What follows belongs to an exercise in optimizing a design on an open flow for small area; a production flow would make more cautious choices.
In this exercise RTL edits were held to simulation tests only and were not proved equivalent to the original.

==> run a: inputs <==
// HDR_4f
module HDR_4f
#(
  parameter  C_DATA_WIDTH              = 24
)
(
  input  wire                    reset       ,
  input  wire                    clk         ,
  input  wire                    data_in_VS  ,
  input  wire                    data_in_HS  ,
  input  wire                    data_in_DE  ,
  input  wire [C_DATA_WIDTH-1:0] data_in_B   ,
  input  wire [C_DATA_WIDTH-1:0] data_in_MH  ,
  input  wire [C_DATA_WIDTH-1:0] data_in_ML  ,
  input  wire [C_DATA_WIDTH-1:0] data_in_D   ,
  output wire                    data_out_VS ,
  output wire                    data_out_HS ,
  output wire                    data_out_DE ,
  output wire [C_DATA_WIDTH+5:0] data_out
) ;
  localparam TOTAL_DELAY = 40;
  localparam NCOMP       = 22;
  localparam NDLY        = TOTAL_DELAY - NCOMP;
  genvar gi;
  reg [TOTAL_DELAY-1:0] VS_d;
  reg [TOTAL_DELAY-1:0] HS_d;
  reg [TOTAL_DELAY-1:0] DE_d;
  reg [5:0]             rst_cnt;
  wire                  out_ok = rst_cnt[5] & rst_cnt[3];    
  always @(posedge clk)
  begin
    VS_d <= {VS_d[TOTAL_DELAY-2:0], data_in_VS};
    HS_d <= {HS_d[TOTAL_DELAY-2:0], data_in_HS};
    DE_d <= {DE_d[TOTAL_DELAY-2:0], data_in_DE};
  end
  always @(posedge clk or posedge reset)
  begin
    if (reset)
      rst_cnt <= 6'd0;
    else if (!out_ok)
      rst_cnt <= rst_cnt + 6'd1;
  end
  assign data_out_VS = VS_d[TOTAL_DELAY-1] | ~out_ok;
  assign data_out_HS = HS_d[TOTAL_DELAY-1] | ~out_ok;
  assign data_out_DE = DE_d[TOTAL_DELAY-1] &  out_ok;
  wire [95:0] ch_in = {data_in_B, data_in_MH, data_in_ML, data_in_D};
  reg  [95:0] ch_1;
  reg  [9:0]  s_B, s_MH, s_ML, s_D;
  always @(posedge clk)
  begin
    ch_1 <= ch_in;
    s_B  <= ch_in[95:88] + ch_in[87:80] + ch_in[79:72];
    s_MH <= ch_in[71:64] + ch_in[63:56] + ch_in[55:48];
    s_ML <= ch_in[47:40] + ch_in[39:32] + ch_in[31:24];
    s_D  <= ch_in[23:16] + ch_in[15:8]  + ch_in[7:0];
  end
  wire [7:0]  wl_B, wl_MH, wl_ML, wl_D;
  ...
make LEC_CHECK=0 CAP_MARGIN=20 CORE_MARGIN=2 CORE_UTILIZATION=40 CTS_CLUSTER_DIAMETER=80 CTS_CLUSTER_SIZE=26 PLACE_DENSITY=0.6 SLEW_MARGIN=20 SYNTH_HIERARCHICAL=1 SYNTH_MINIMUM_KEEP_SIZE=0 finish   # period 5.0 ns
run.sh (not shown) runs the stock make flow with config.mk's settings and CLKGATE_MAP_FILE= SYNTH_SCRIPT=/design/flow/synth_recipe.tcl, a recipe that flattens the netlist after the stock synthesis.
==> run b: changes against run a <==
--- a/flow/design.v
+++ b/flow/design.v
@@ -777,39 +777,40 @@
   assign t[10]  = ~(sh[10] ^ cy[10]);
   assign cy[11] = sh[10] | cy[10];
   assign cy[0]  = 1'b1;
   assign qb = cy[11];
   assign rn = qb ? t[9:0] : sh[9:0];
 endmodule
 module hdr_nrstep
 (
-  input  wire [10:0] shc,
-  input  wire [7:0]  d,
+  input  wire [10:0] sh,
+  input  wire [7:0]  nd,
   output wire        qb,
   output wire [9:0]  wn
 );
   wire [11:0] cy;
   wire [10:0] t;
-  assign cy[0] = 1'b0;
-  hdr_ha u_ha (.a(shc[0]), .b(d[0]), .s(t[0]), .co(cy[1]));
+  assign cy[0] = 1'b1;
+  assign t[0]  = ~(sh[0] ^ nd[0]);
+  assign cy[1] = sh[0] | nd[0];
   genvar i;
   generate
     for (i = 1; i < 8; i = i + 1)
     begin: g_fa
-      hdr_fa u_fa (.a(shc[i]), .b(d[i]), .c(cy[i]), .s(t[i]), .co(cy[i+1]));
+      hdr_fa u_fa (.a(sh[i]), .b(nd[i]), .c(cy[i]), .s(t[i]), .co(cy[i+1]));
     end
     for (i = 8; i < 11; i = i + 1)
     begin: g_inc
-      assign t[i]    = shc[i] ^ cy[i];
-      assign cy[i+1] = shc[i] & cy[i];
+      assign t[i]    = ~(sh[i] ^ cy[i]);
+      assign cy[i+1] = sh[i] | cy[i];
     end
   endgenerate
-  assign qb = t[10];
-  assign wn = qb ? t[9:0] : shc[9:0];
+  assign qb = ~t[10];
+  assign wn = qb ? t[9:0] : sh[9:0];
 endmodule
 module HDR_4f
 #(
   parameter  C_DATA_WIDTH              = 24
 )
 (
   input  wire                    reset       ,
   input  wire                    clk         ,
@@ -3071,25 +3072,25 @@
   wire [17:0] zm_r_a = {1'b1, ~(a_r[7] & l_a[9]), zm_r_n151, zm_r_n148, zm_r_n145, zm_r_n142, zm_r_n139, zm_r_n136, zm_r_n133, zm_r_n130, zm_r_n127, zm_r_n124, zm_r_n121, zm_r_n118, zm_r_n116, ~(a_r[2] & l_a[0]), ~(a_r[0] & l_a[1]), ~(a_r[0] & l_a[0])};
   wire [17:0] zm_r_b = {1'b1, zm_r_n154, zm_r_n153, zm_r_n150, zm_r_n147, zm_r_n144, zm_r_n141, zm_r_n138, zm_r_n135, zm_r_n132, zm_r_n129, zm_r_n126, zm_r_n123, zm_r_n120, zm_r_n117, zm_r_n115, ~(a_r[1] & l_a[0]), 1'b1};
   wire [17:0] zm_g_a = {1'b1, ~(a_g[7] & l_a[9]), zm_g_n151, zm_g_n148, zm_g_n145, zm_g_n142, zm_g_n139, zm_g_n136, zm_g_n133, zm_g_n130, zm_g_n127, zm_g_n124, zm_g_n121, zm_g_n118, zm_g_n116, ~(a_g[2] & l_a[0]), ~(a_g[0] & l_a[1]), ~(a_g[0] & l_a[0])};
   wire [17:0] zm_g_b = {1'b1, zm_g_n154, zm_g_n153, zm_g_n150, zm_g_n147, zm_g_n144, zm_g_n141, zm_g_n138, zm_g_n135, zm_g_n132, zm_g_n129, zm_g_n126, zm_g_n123, zm_g_n120, zm_g_n117, zm_g_n115, ~(a_g[1] & l_a[0]), 1'b1};
   wire [17:0] zm_b_a = {1'b1, ~(a_b[7] & l_a[9]), zm_b_n151, zm_b_n148, zm_b_n145, zm_b_n142, zm_b_n139, zm_b_n136, zm_b_n133, zm_b_n130, zm_b_n127, zm_b_n124, zm_b_n121, zm_b_n118, zm_b_n116, ~(a_b[2] & l_a[0]), ~(a_b[0] & l_a[1]), ~(a_b[0] & l_a[0])};
   wire [17:0] zm_b_b = {1'b1, zm_b_n154, zm_b_n153, zm_b_n150, zm_b_n147, zm_b_n144, zm_b_n141, zm_b_n138, zm_b_n135, zm_b_n132, zm_b_n129, zm_b_n126, zm_b_n123, zm_b_n120, zm_b_n117, zm_b_n115, ~(a_b[1] & l_a[0]), 1'b1};
   localparam NRW = 3*30 + 11;
   wire [NRW-1:0] nr_st [0:10];
-  wire [17:0] zp_r = zm_r_a + zm_r_b + 18'd1;
-  wire [17:0] zp_g = zm_g_a + zm_g_b + 18'd1;
-  wire [17:0] zp_b = zm_b_a + zm_b_b + 18'd1;
+  wire [17:0] zp_r = ~(zm_r_a + zm_r_b + 18'd1);
+  wire [17:0] zp_g = ~(zm_g_a + zm_g_b + 18'd1);
+  wire [17:0] zp_b = ~(zm_b_a + zm_b_b + 18'd1);
   reg [NRW-1:0] z_12;
   always @(posedge clk)
-    z_12 <= {3'd0, lc_s[17:10],
-             2'b11, zp_b, 10'd0,
-             2'b11, zp_g, 10'd0,
-             2'b11, zp_r, 10'd0};
+    z_12 <= {~{3'd0, lc_s[17:10]},
+             2'd0, zp_b, 10'd0,
+             2'd0, zp_g, 10'd0,
+             2'd0, zp_r, 10'd0};
   assign nr_st[0] = z_12;
   generate
     for (gi = 1; gi <= 10; gi = gi + 1)
     begin: g_nr
       wire [NRW-1:0] cur = nr_st[gi-1];
       wire [10:0]    nd  = cur[NRW-1 -: 11];
       wire [NRW-1:0] nxt;
       genvar c;
@@ -3097,17 +3098,17 @@
       begin: g_ch
         wire [29:0] st  = cur[30*c+29 -: 30];
         wire [9:0]  win = st[29:20];
         wire [9:0]  zl  = st[19:10];
         wire [9:0]  q   = st[9:0];
         wire [10:0] sh  = {win, zl[9]};
         wire        qb;
         wire [9:0]  wn;
-        hdr_nrstep u_step (.shc(sh), .d(nd[7:0]), .qb(qb), .wn(wn));
+        hdr_nrstep u_step (.sh(sh), .nd(nd[7:0]), .qb(qb), .wn(wn));
         assign nxt[30*c+29 -: 30] = {wn, zl[8:0], 1'b0, q[8:0], qb};
       end
       assign nxt[NRW-1 -: 11] = nd;
       reg [NRW-1:0] r;
       always @(posedge clk) r <= nxt;
       assign nr_st[gi] = r;
     end
   endgenerate
==> run c: changes against run a <==
--- a/flow/design.v
+++ b/flow/design.v
@@ -777,39 +777,40 @@
   assign t[10]  = ~(sh[10] ^ cy[10]);
   assign cy[11] = sh[10] | cy[10];
   assign cy[0]  = 1'b1;
   assign qb = cy[11];
   assign rn = qb ? t[9:0] : sh[9:0];
 endmodule
 module hdr_nrstep
 (
-  input  wire [10:0] shc,
-  input  wire [7:0]  d,
+  input  wire [10:0] sh,
+  input  wire [7:0]  nd,
   output wire        qb,
   output wire [9:0]  wn
 );
   wire [11:0] cy;
   wire [10:0] t;
-  assign cy[0] = 1'b0;
-  hdr_ha u_ha (.a(shc[0]), .b(d[0]), .s(t[0]), .co(cy[1]));
+  assign cy[0] = 1'b1;
+  assign t[0]  = ~(sh[0] ^ nd[0]);
+  assign cy[1] = sh[0] | nd[0];
   genvar i;
   generate
     for (i = 1; i < 8; i = i + 1)
     begin: g_fa
-      hdr_fa u_fa (.a(shc[i]), .b(d[i]), .c(cy[i]), .s(t[i]), .co(cy[i+1]));
+      hdr_fa u_fa (.a(sh[i]), .b(nd[i]), .c(cy[i]), .s(t[i]), .co(cy[i+1]));
     end
     for (i = 8; i < 11; i = i + 1)
     begin: g_inc
-      assign t[i]    = shc[i] ^ cy[i];
-      assign cy[i+1] = shc[i] & cy[i];
+      assign t[i]    = ~(sh[i] ^ cy[i]);
+      assign cy[i+1] = sh[i] | cy[i];
     end
   endgenerate
-  assign qb = t[10];
-  assign wn = qb ? t[9:0] : shc[9:0];
+  assign qb = ~t[10];
+  assign wn = qb ? t[9:0] : sh[9:0];
 endmodule
 module HDR_4f
 #(
   parameter  C_DATA_WIDTH              = 24
 )
 (
   input  wire                    reset       ,
   input  wire                    clk         ,
@@ -845,27 +846,23 @@
     if (reset)
       rst_cnt <= 6'd0;
     else if (!out_ok)
       rst_cnt <= rst_cnt + 6'd1;
   end
   assign data_out_VS = VS_d[TOTAL_DELAY-1] | ~out_ok;
   assign data_out_HS = HS_d[TOTAL_DELAY-1] | ~out_ok;
   assign data_out_DE = DE_d[TOTAL_DELAY-1] &  out_ok;
-  wire [95:0] ch_in = {data_in_B, data_in_MH, data_in_ML, data_in_D};
-  reg  [95:0] ch_1;
-  reg  [9:0]  s_B, s_MH, s_ML, s_D;
+  reg [95:0] ch_1;
   always @(posedge clk)
-  begin
-    ch_1 <= ch_in;
-    s_B  <= ch_in[95:88] + ch_in[87:80] + ch_in[79:72];
-    s_MH <= ch_in[71:64] + ch_in[63:56] + ch_in[55:48];
-    s_ML <= ch_in[47:40] + ch_in[39:32] + ch_in[31:24];
-    s_D  <= ch_in[23:16] + ch_in[15:8]  + ch_in[7:0];
-  end
+    ch_1 <= {data_in_B, data_in_MH, data_in_ML, data_in_D};
+  wire [9:0]  s_B  = ch_1[95:88] + ch_1[87:80] + ch_1[79:72];
+  wire [9:0]  s_MH = ch_1[71:64] + ch_1[63:56] + ch_1[55:48];
+  wire [9:0]  s_ML = ch_1[47:40] + ch_1[39:32] + ch_1[31:24];
+  wire [9:0]  s_D  = ch_1[23:16] + ch_1[15:8]  + ch_1[7:0];
   wire [7:0]  wl_B, wl_MH, wl_ML, wl_D;
   weight_lut u_lut_B  (.s(s_B ), .w(wl_B ));
   weight_lut u_lut_MH (.s(s_MH), .w(wl_MH));
   weight_lut u_lut_ML (.s(s_ML), .w(wl_ML));
   weight_lut u_lut_D  (.s(s_D ), .w(wl_D ));
   wire ts_n1, ts_n2;
   hdr_ha u_ts_ha3 (.a(s_B[0]), .b(s_MH[0]), .s(ts_n1), .co(ts_n2));
   wire ts_n4, ts_n5;
@@ -3071,25 +3068,25 @@
   wire [17:0] zm_r_a = {1'b1, ~(a_r[7] & l_a[9]), zm_r_n151, zm_r_n148, zm_r_n145, zm_r_n142, zm_r_n139, zm_r_n136, zm_r_n133, zm_r_n130, zm_r_n127, zm_r_n124, zm_r_n121, zm_r_n118, zm_r_n116, ~(a_r[2] & l_a[0]), ~(a_r[0] & l_a[1]), ~(a_r[0] & l_a[0])};
   wire [17:0] zm_r_b = {1'b1, zm_r_n154, zm_r_n153, zm_r_n150, zm_r_n147, zm_r_n144, zm_r_n141, zm_r_n138, zm_r_n135, zm_r_n132, zm_r_n129, zm_r_n126, zm_r_n123, zm_r_n120, zm_r_n117, zm_r_n115, ~(a_r[1] & l_a[0]), 1'b1};
   wire [17:0] zm_g_a = {1'b1, ~(a_g[7] & l_a[9]), zm_g_n151, zm_g_n148, zm_g_n145, zm_g_n142, zm_g_n139, zm_g_n136, zm_g_n133, zm_g_n130, zm_g_n127, zm_g_n124, zm_g_n121, zm_g_n118, zm_g_n116, ~(a_g[2] & l_a[0]), ~(a_g[0] & l_a[1]), ~(a_g[0] & l_a[0])};
   wire [17:0] zm_g_b = {1'b1, zm_g_n154, zm_g_n153, zm_g_n150, zm_g_n147, zm_g_n144, zm_g_n141, zm_g_n138, zm_g_n135, zm_g_n132, zm_g_n129, zm_g_n126, zm_g_n123, zm_g_n120, zm_g_n117, zm_g_n115, ~(a_g[1] & l_a[0]), 1'b1};
   wire [17:0] zm_b_a = {1'b1, ~(a_b[7] & l_a[9]), zm_b_n151, zm_b_n148, zm_b_n145, zm_b_n142, zm_b_n139, zm_b_n136, zm_b_n133, zm_b_n130, zm_b_n127, zm_b_n124, zm_b_n121, zm_b_n118, zm_b_n116, ~(a_b[2] & l_a[0]), ~(a_b[0] & l_a[1]), ~(a_b[0] & l_a[0])};
   wire [17:0] zm_b_b = {1'b1, zm_b_n154, zm_b_n153, zm_b_n150, zm_b_n147, zm_b_n144, zm_b_n141, zm_b_n138, zm_b_n135, zm_b_n132, zm_b_n129, zm_b_n126, zm_b_n123, zm_b_n120, zm_b_n117, zm_b_n115, ~(a_b[1] & l_a[0]), 1'b1};
   localparam NRW = 3*30 + 11;
   wire [NRW-1:0] nr_st [0:10];
-  wire [17:0] zp_r = zm_r_a + zm_r_b + 18'd1;
-  wire [17:0] zp_g = zm_g_a + zm_g_b + 18'd1;
-  wire [17:0] zp_b = zm_b_a + zm_b_b + 18'd1;
+  wire [17:0] zp_r = ~(zm_r_a + zm_r_b + 18'd1);
+  wire [17:0] zp_g = ~(zm_g_a + zm_g_b + 18'd1);
+  wire [17:0] zp_b = ~(zm_b_a + zm_b_b + 18'd1);
   reg [NRW-1:0] z_12;
   always @(posedge clk)
-    z_12 <= {3'd0, lc_s[17:10],
-             2'b11, zp_b, 10'd0,
-             2'b11, zp_g, 10'd0,
-             2'b11, zp_r, 10'd0};
+    z_12 <= {~{3'd0, lc_s[17:10]},
+             2'd0, zp_b, 10'd0,
+             2'd0, zp_g, 10'd0,
+             2'd0, zp_r, 10'd0};
   assign nr_st[0] = z_12;
   generate
     for (gi = 1; gi <= 10; gi = gi + 1)
     begin: g_nr
       wire [NRW-1:0] cur = nr_st[gi-1];
       wire [10:0]    nd  = cur[NRW-1 -: 11];
       wire [NRW-1:0] nxt;
       genvar c;
@@ -3097,17 +3094,17 @@
       begin: g_ch
         wire [29:0] st  = cur[30*c+29 -: 30];
         wire [9:0]  win = st[29:20];
         wire [9:0]  zl  = st[19:10];
         wire [9:0]  q   = st[9:0];
         wire [10:0] sh  = {win, zl[9]};
         wire        qb;
         wire [9:0]  wn;
-        hdr_nrstep u_step (.shc(sh), .d(nd[7:0]), .qb(qb), .wn(wn));
+        hdr_nrstep u_step (.sh(sh), .nd(nd[7:0]), .qb(qb), .wn(wn));
         assign nxt[30*c+29 -: 30] = {wn, zl[8:0], 1'b0, q[8:0], qb};
       end
       assign nxt[NRW-1 -: 11] = nd;
       reg [NRW-1:0] r;
       always @(posedge clk) r <= nxt;
       assign nr_st[gi] = r;
     end
   endgenerate
Settings changed: CTS_CLUSTER_DIAMETER 80 to 60, CTS_CLUSTER_SIZE 26 to 32.
==> qor summary <==
	run a	run c	run b
Post-CTS setup buffer count	2	2	3
Uppermost routed layer	met4	met5	met5
H-Tree Level Count	3	4	3
Setup slack, reg-to-reg	0.1 ns	0.14 ns	0.13 ns
Outcome	finished clean	finished clean	finished clean
Number of resized instances in the post-cts repair step	2	2	4
Met2 Use GR	33.5%	32.0%	32.5%
Met1 Usage GRT	26.0%	26.6%	26.9%
Share of the core filled with cells	44.2%	45.5%	44.2%
Clock Sink Count	2320	2280	2320
Post-Route M1 WL	111000 um	113000 um	115000 um
Worst min-delay path startpoint	VS_d[16]	VS_d[11]	g_nr[1].cur[44]
Wire length on met2	125000 um	120000 um	122000 um
Share of the clock period used by the worst path	98.1%	97.3%	97.3%
Routed via count divided by cell count	5.07	4.96	5.00
Initial core utilization	40.2%	40.2%	40.1%
Mean area per synthesized cell	12.4 um^2	12.3 um^2	12.4 um^2

[re-timing with driven ports]
The flow's constraints put no driver on any port. The routed layouts listed below were extracted and timed again, unchanged, in two steps. Step 1 assumes that a clkbuf_16 drives the clock port and a buf_2 every other input. Step 2 adds t to the input delays and takes it off the output delays; t is the mean of the earliest and latest rising clock arrival at the registers after step 1. Input paths then give back, and output paths get back, about the clock's delay inside the block. Slacks: ideal / step 1 / step 2; pairs: ideal / step 1.
run | t, ns | setup slack, ns | worst register clock-pin slew, ns | worst slew at a driven data input, ns
run a | 0.918 | 0.095 / 0.095 / 0.095 | 0.10 / 0.10 | 0.06
run b | 0.898 | 0.134 / 0.134 / 0.134 | 0.10 / 0.10 | 0.05
run c | 0.886 | 0.135 / 0.135 / 0.135 | 0.11 / 0.11 | 0.05
After both steps every run listed still meets setup and hold.
